Context: an optimization exercise on an open-source flow, tuned for small area. The choices shown serve that exercise and are no tape-out recipe.
The RTL was checked by simulation tests, not by an equivalence proof against the original design.

## v4
==> flow/design.v <==
`timescale 1ns/10ps
 `timescale 1ns/10ps
module gpio_top(
	wb_clk_i, wb_rst_i, wb_cyc_i, wb_adr_i, wb_dat_i, wb_sel_i, wb_we_i, wb_stb_i,
	wb_dat_o, wb_ack_o, wb_err_o, wb_inta_o,
	ext_pad_i, ext_pad_o, ext_padoe_o, clk_pad_i
);
parameter dw = 32;
parameter aw = 8;
parameter gw = 31;
input             wb_clk_i;
input             wb_rst_i;
input             wb_cyc_i;
input   [aw-1:0]  wb_adr_i;
input   [dw-1:0]  wb_dat_i;
input   [3:0]     wb_sel_i;
input             wb_we_i;
input             wb_stb_i;
output  [dw-1:0]  wb_dat_o;
output            wb_ack_o;
output            wb_err_o;
output            wb_inta_o;
input   [gw-1:0]  ext_pad_i;
output  [gw-1:0]  ext_pad_o;
output  [gw-1:0]  ext_padoe_o;
input             clk_pad_i;
reg             wb_ack_o;
reg             wb_err_o;
reg             wb_inta_o;
reg   [gw-1:0]  wb_dat_r;
reg   [gw-1:0]  ext_pad_o;
reg   [gw-1:0]  rgpio_in;
reg   [gw-1:0]  rgpio_oe;
reg   [gw-1:0]  rgpio_inte;
reg   [gw-1:0]  rgpio_ptrig;
reg   [1:0]     rgpio_ctrl;
reg   [gw-1:0]  rgpio_ints;
reg   [gw-1:0]  rgpio_eclk;
reg   [gw-1:0]  rgpio_nec;
reg   [gw-1:0]  sync;
reg   [gw-1:0]  ext_pad_s;
reg   [gw-1:0]  pextc_sampled;
reg             sync_clk, clk_s, clk_r;
wire req  = wb_cyc_i & wb_stb_i;
wire dec  = (wb_adr_i[7:6] == 2'b00) & (wb_adr_i[1:0] == 2'b00);
wire wreq = req & dec & wb_we_i;
wire [3:0] ofs = wb_adr_i[5:2];
wire out_we   = wreq & (ofs == 4'h1) & wb_ack_o;
wire oe_we    = wreq & (ofs == 4'h2);
wire inte_we  = wreq & (ofs == 4'h3);
wire ptrig_we = wreq & (ofs == 4'h4);
wire ctrl_we  = wreq & (ofs == 4'h6);
wire ints_we  = wreq & (ofs == 4'h7);
wire eclk_we  = wreq & (ofs == 4'h8);
wire nec_we   = wreq & (ofs == 4'h9);
function [gw-1:0] bmerge;
	input [gw-1:0] old;
	input [dw-1:0] d;
	input [3:0]    s;
	begin
		bmerge[30:24] = s[3] ? d[30:24] : old[30:24];
		bmerge[23:16] = s[2] ? d[23:16] : old[23:16];
		bmerge[15:8]  = s[1] ? d[15:8]  : old[15:8];
		bmerge[7:0]   = s[0] ? d[7:0]   : old[7:0];
	end
endfunction
always @(posedge wb_clk_i or posedge wb_rst_i)
	if (wb_rst_i) begin
		wb_ack_o <= 1'b0;
		wb_err_o <= 1'b0;
	end else begin
		wb_ack_o <= req & dec & ~wb_err_o & ~wb_ack_o;
		wb_err_o <= req & ~dec & ~wb_err_o;
	end
always @(posedge wb_clk_i or posedge wb_rst_i)
	if (wb_rst_i) begin
		ext_pad_o   <= {gw{1'b0}};
		rgpio_oe    <= {gw{1'b0}};
		rgpio_inte  <= {gw{1'b0}};
		rgpio_ptrig <= {gw{1'b0}};
		rgpio_eclk  <= {gw{1'b0}};
		rgpio_nec   <= {gw{1'b0}};
	end else begin
		if (out_we)   ext_pad_o   <= bmerge(ext_pad_o,   wb_dat_i, wb_sel_i);
		if (oe_we)    rgpio_oe    <= bmerge(rgpio_oe,    wb_dat_i, wb_sel_i);
		if (inte_we)  rgpio_inte  <= bmerge(rgpio_inte,  wb_dat_i, wb_sel_i);
		if (ptrig_we) rgpio_ptrig <= bmerge(rgpio_ptrig, wb_dat_i, wb_sel_i);
		if (eclk_we)  rgpio_eclk  <= bmerge(rgpio_eclk,  wb_dat_i, wb_sel_i);
		if (nec_we)   rgpio_nec   <= bmerge(rgpio_nec,   wb_dat_i, wb_sel_i);
	end
always @(posedge wb_clk_i or posedge wb_rst_i)
	if (wb_rst_i)
		rgpio_ctrl <= 2'b0;
	else if (ctrl_we)
		rgpio_ctrl <= wb_dat_i[1:0];
	else if (rgpio_ctrl[0])
		rgpio_ctrl[1] <= rgpio_ctrl[1] | wb_inta_o;
always @(posedge wb_clk_i or posedge wb_rst_i)
	if (wb_rst_i) begin
		sync      <= {gw{1'b0}};
		ext_pad_s <= {gw{1'b0}};
		sync_clk  <= 1'b0;
		clk_s     <= 1'b0;
		clk_r     <= 1'b0;
	end else begin
		sync      <= ext_pad_i;
		ext_pad_s <= sync;
		sync_clk  <= clk_pad_i;
		clk_s     <= sync_clk;
		clk_r     <= clk_s;
	end
wire pedge =  clk_s & ~clk_r;
wire nedge = ~clk_s &  clk_r;
wire [gw-1:0] in_lach  = (~rgpio_nec & {gw{pedge}}) | (rgpio_nec & {gw{nedge}});
wire [gw-1:0] in_muxed = (rgpio_eclk & pextc_sampled) | (~rgpio_eclk & ext_pad_s);
always @(posedge wb_clk_i or posedge wb_rst_i)
	if (wb_rst_i)
		rgpio_in <= {gw{1'b0}};
	else
		rgpio_in <= in_muxed;
genvar gp;
generate for (gp = 0; gp < gw; gp = gp + 1) begin : g_pextc
	always @(posedge wb_clk_i or posedge wb_rst_i)
		if (wb_rst_i)
			pextc_sampled[gp] <= 1'b0;
		else if (in_lach[gp])
			pextc_sampled[gp] <= ext_pad_s[gp];
end endgenerate
wire [gw-1:0] ev = (in_muxed ^ rgpio_in) & ~(in_muxed ^ rgpio_ptrig) & rgpio_inte;
always @(posedge wb_clk_i or posedge wb_rst_i)
	if (wb_rst_i)
		rgpio_ints <= {gw{1'b0}};
	else if (ints_we)
		rgpio_ints <= wb_dat_i[gw-1:0];
	else if (rgpio_ctrl[0])
		rgpio_ints <= rgpio_ints | ev;
always @(posedge wb_clk_i or posedge wb_rst_i)
	if (wb_rst_i)
		wb_inta_o <= 1'b0;
	else
		wb_inta_o <= (|rgpio_ints) & rgpio_ctrl[0];
wire s_out   = (ofs == 4'h1);
wire s_oe    = (ofs == 4'h2);
wire s_inte  = (ofs == 4'h3);
wire s_ptrig = (ofs == 4'h4);
wire s_ctrl  = (ofs == 4'h6);
wire s_ints  = (ofs == 4'h7);
wire s_eclk  = (ofs == 4'h8);
wire s_nec   = (ofs == 4'h9);
wire s_in    = ~(s_out | s_oe | s_inte | s_ptrig | s_ctrl | s_ints | s_eclk | s_nec);
wire [gw-1:0] rd;
gpio_rdsel9 u_rd0 (.s({s_out, s_oe, s_inte, s_ptrig, s_ints, s_eclk, s_nec, s_in, s_ctrl}),
	.d({ext_pad_o[0], rgpio_oe[0], rgpio_inte[0], rgpio_ptrig[0], rgpio_ints[0], rgpio_eclk[0], rgpio_nec[0], rgpio_in[0], rgpio_ctrl[0]}), .y(rd[0]));
gpio_rdsel9 u_rd1 (.s({s_out, s_oe, s_inte, s_ptrig, s_ints, s_eclk, s_nec, s_in, s_ctrl}),
	.d({ext_pad_o[1], rgpio_oe[1], rgpio_inte[1], rgpio_ptrig[1], rgpio_ints[1], rgpio_eclk[1], rgpio_nec[1], rgpio_in[1], rgpio_ctrl[1]}), .y(rd[1]));
genvar gi;
generate for (gi = 2; gi < gw; gi = gi + 1) begin : g_rd
	gpio_rdsel8 u_rd (.s({s_out, s_oe, s_inte, s_ptrig, s_ints, s_eclk, s_nec, s_in}),
		.d({ext_pad_o[gi], rgpio_oe[gi], rgpio_inte[gi], rgpio_ptrig[gi], rgpio_ints[gi], rgpio_eclk[gi], rgpio_nec[gi], rgpio_in[gi]}), .y(rd[gi]));
end endgenerate
always @(posedge wb_clk_i)
	wb_dat_r <= rd;
assign wb_dat_o    = {1'b0, wb_dat_r};
assign ext_padoe_o = rgpio_oe;
endmodule
module gpio_rdsel8 (input [7:0] s, input [7:0] d, output y);
wire [7:0] a = s & d;
assign y = (a[0] | a[1] | a[2]) | (a[3] | a[4] | a[5]) | (a[6] | a[7]);
endmodule
module gpio_rdsel9 (input [8:0] s, input [8:0] d, output y);
wire [8:0] a = s & d;
assign y = (a[0] | a[1] | a[2]) | (a[3] | a[4] | a[5]) | (a[6] | a[7] | a[8]);
endmodule
clock: 10.0 ns
lec_check: 0
cap_margin: 0
core_margin: 2
core_utilization: 65
slew_margin: 0
synth_hierarchical: 1
synth_minimum_keep_size: 0
standard.sh (not shown) runs the stock make flow with config.mk's settings and CLKGATE_MAP_FILE= SYNTH_SCRIPT=/design/flow/synth_recipe.tcl, a recipe that flattens the netlist after the stock synthesis.
==> flow/flow/run.sh <==
#!/bin/bash
# Layout flow: the standard ORFS flow (standard.sh) with three changes.
#  1. Synthesis is the standard flow's own synthesis script (synth_recipe.tcl), unchanged
#     except for ABC's technology mapping: the read-data multiplexer slices
#     (modules gpio_rdsel8/9, kept apart by SYNTH_HIERARCHICAL) are mapped
#     with flow/abc_nf_map.script, the rest with the area-oriented
#     flow/abc_area_map.script, instead of ORFS's speed script. Flip-flops
#     are mapped before ABC runs and all live in the top module, so the
#     registers, their names and cell types are those of the standard
#     synthesis.
#  2. Every port still gets a buffer, but the smallest one (buf_1).
#  3. Clock tree synthesis uses larger sink clusters and no dummy loads.
# Each tool's output goes to its own log under orfs/logs; make's output to
# standard_flow.log.
set -euo pipefail
W=$PWD
cat > "$W/area_synth.tcl" <<EOF
proc abc {args} {
  set i [lsearch -exact \$args -script]
  set nf \$args
  set area \$args
  if {\$i >= 0} {
    lset nf [expr {\$i + 1}] $W/flow/abc_nf_map.script
    lset area [expr {\$i + 1}] $W/flow/abc_area_map.script
  }
  yosys abc {*}\$nf gpio_rdsel8 gpio_rdsel9
  yosys abc {*}\$area
}
source $W/synth_recipe.tcl
EOF
sed "s#SYNTH_SCRIPT=[^ ]*synth_recipe.tcl#SYNTH_SCRIPT=$W/area_synth.tcl#" standard.sh > area_standard.sh
grep -q "SYNTH_SCRIPT=$W/area_synth.tcl" area_standard.sh
export BUFFER_PORTS_ARGS="-buffer_cell sky130_fd_sc_hd__buf_1"
export CTS_ARGS="-sink_clustering_enable -repair_clock_nets -dont_use_dummy_load -buf_list sky130_fd_sc_hd__clkbuf_4 -sink_clustering_size 10 -sink_clustering_max_diameter 80"
bash area_standard.sh > standard_flow.log 2>&1
==> flow/flow/abc_area_map.script <==
strash
dc2
dch -f
amap
topo
==> flow/flow/abc_nf_map.script <==
&get -n
&st
&dch
&nf -R 1000
&put
v4 | status: complete | timing, DRC, antenna: pass
Inputs modified between v4 and v35:
# v4
export LEC_CHECK = 0
export CAP_MARGIN = 0
export CORE_MARGIN = 2
export CORE_UTILIZATION = 65
export SLEW_MARGIN = 0
export SYNTH_HIERARCHICAL = 1
export SYNTH_MINIMUM_KEEP_SIZE = 0
create_clock -name core_clock -period 10.0 [get_ports {wb_clk_i}]
# v35
export LEC_CHECK = 0
export CAP_MARGIN = 0
export CORE_MARGIN = 2
export CORE_UTILIZATION = 72
export SLEW_MARGIN = 0
export SYNTH_HIERARCHICAL = 1
export SYNTH_MINIMUM_KEEP_SIZE = 0
create_clock -name core_clock -period 10.0 [get_ports {wb_clk_i}]
diff --git a/flow/flow/run.sh b/flow/flow/run.sh
--- a/flow/flow/run.sh
+++ b/flow/flow/run.sh
@@ -33,3 +33,3 @@
 export BUFFER_PORTS_ARGS="-buffer_cell sky130_fd_sc_hd__buf_1"
-export CTS_ARGS="-sink_clustering_enable -repair_clock_nets -dont_use_dummy_load -buf_list sky130_fd_sc_hd__clkbuf_4 -sink_clustering_size 10 -sink_clustering_max_diameter 80"
+export CTS_ARGS="-sink_clustering_enable -repair_clock_nets -dont_use_dummy_load -buf_list sky130_fd_sc_hd__clkbuf_4 -sink_clustering_size 8 -sink_clustering_max_diameter 60"
 bash area_standard.sh > standard_flow.log 2>&1
## What came out
- Having completed the whole flow, v35 delivered a layout that passed the timing, design-rule and antenna checks.
- Compared with v4, number of global-route vias before repair in v35 increased by a little under 10%.
- | clock slew at the register clock pins of the worst setup and hold paths | lower: v35 |
- Looking at total wire length, v35 sits above v4.
- Summary — clock latency on the worst-skew pair, v35 relative to v4: higher, by 0.03 ns.
- In v35, the placer congestion estimate came out 0.041 above the value in v4.
- Number of filler cells placed in the layout, v4 and v35: smaller value in v35
## Diff of input files: v12 against v35
# v35
export LEC_CHECK = 0
export CAP_MARGIN = 0
export CORE_MARGIN = 2
export CORE_UTILIZATION = 72
export SLEW_MARGIN = 0
export SYNTH_HIERARCHICAL = 1
export SYNTH_MINIMUM_KEEP_SIZE = 0
create_clock -name core_clock -period 10.0 [get_ports {wb_clk_i}]
# v12
export LEC_CHECK = 0
export CAP_MARGIN = 0
export CORE_MARGIN = 2
export CORE_UTILIZATION = 65
export SLEW_MARGIN = 0
export SYNTH_HIERARCHICAL = 1
export SYNTH_MINIMUM_KEEP_SIZE = 0
create_clock -name core_clock -period 10.0 [get_ports {wb_clk_i}]
### Flow results
- | required time at the endpoint of the critical path | higher: v12 |
- Summary of v12 over v35: core utilization of the finished layout lower; final cell area excluding filler cells barely changed.
- Number of global-route vias before repair down 1037 in v12 wrt v35
- Measured against v12, the die area of v35 comes out at 0.905 times the reference value.
- v35 has higher wire length of the first global-routing pass than v12.
- When v12 is measured against v35, its final clock period utilization by the worst path turns out 1.3 points lower.
- Compared with v35, v12 shows non-filler instance count after layout that has gone up slightly.
The inputs of v3 differ from those of v12 as listed below.
# v12
export LEC_CHECK = 0
export CAP_MARGIN = 0
export CORE_MARGIN = 2
export CORE_UTILIZATION = 65
export SLEW_MARGIN = 0
export SYNTH_HIERARCHICAL = 1
export SYNTH_MINIMUM_KEEP_SIZE = 0
create_clock -name core_clock -period 10.0 [get_ports {wb_clk_i}]
# v3
export LEC_CHECK = 0
export CAP_MARGIN = 0
export CORE_MARGIN = 2
export CORE_UTILIZATION = 72
export PLACE_DENSITY = 0.9
export SLEW_MARGIN = 0
export SYNTH_HIERARCHICAL = 1
export SYNTH_MINIMUM_KEEP_SIZE = 0
create_clock -name core_clock -period 10.0 [get_ports {wb_clk_i}]
diff --git a/flow/flow/run.sh b/flow/flow/run.sh
--- a/flow/flow/run.sh
+++ b/flow/flow/run.sh
@@ -33,3 +33,3 @@
 export BUFFER_PORTS_ARGS="-buffer_cell sky130_fd_sc_hd__buf_1"
-export CTS_ARGS="-sink_clustering_enable -repair_clock_nets -dont_use_dummy_load -buf_list sky130_fd_sc_hd__clkbuf_4 -sink_clustering_size 8 -sink_clustering_max_diameter 60"
+export CTS_ARGS="-sink_clustering_enable -repair_clock_nets -dont_use_dummy_load -buf_list sky130_fd_sc_hd__clkbuf_4 -sink_clustering_size 10 -sink_clustering_max_diameter 80"
 bash area_standard.sh > standard_flow.log 2>&1
### Flow results
The cell total after placement reported for v3 is smaller than that of v12 by 0.94%.
v3 against v12: floorplan die area went down, global-route usage went up, met2 global-route usage went up.
Taking v12 as the reference, in v3 via count of the first global-routing pass went up 606, effective utilization at floorplan rose by 7.5 points.
First-pass GRT wire length: v3 and v12 compared, higher one is v3
The standard cells in v3 occupy less silicon area than those in v12 do.
v3 ended up with a lower met1 routed wirelength after detailed routing than v12 did.

[separate check: timing with driven ports]
How much do the figures lean on ideal ports? The routed layouts below were timed once more, with nothing changed but the port constraints.
Step 1 assumes that a clkbuf_16 drives the clock port and a buf_2 every other input.
Step 2 times the ports against the registers' clock, not the clock port: input delays grow and output delays shrink by t, the midpoint of the rising clock arrivals with the driver on.
Three values: ideal, step 1, step 2; two values: the first two.
run | shift t [ns] | slack for setup (ns) | worst hold slack (ns) | worst setup path at the end | clock arrival spread, ns
v4 | 0.692 | 5.550 / 5.571 / 4.879 | 0.354 / 0.354 / 0.354 | input to register | 0.017 / 0.017
v35 | 0.713 | 5.426 / 5.447 / 4.734 | 0.332 / 0.332 / 0.332 | input to register | 0.055 / 0.054
v12 | 0.724 | 5.558 / 5.578 / 4.854 | 0.345 / 0.345 / 0.345 | input to register | 0.059 / 0.059
v3 | 0.705 | 5.512 / 5.533 / 4.828 | 0.352 / 0.352 / 0.352 | input to register | 0.062 / 0.062
After both steps setup and hold are still met in every run listed. For v12, which loses most, drivers alone change the setup slack by +0.020 ns; drivers and shift together by -0.704 ns.
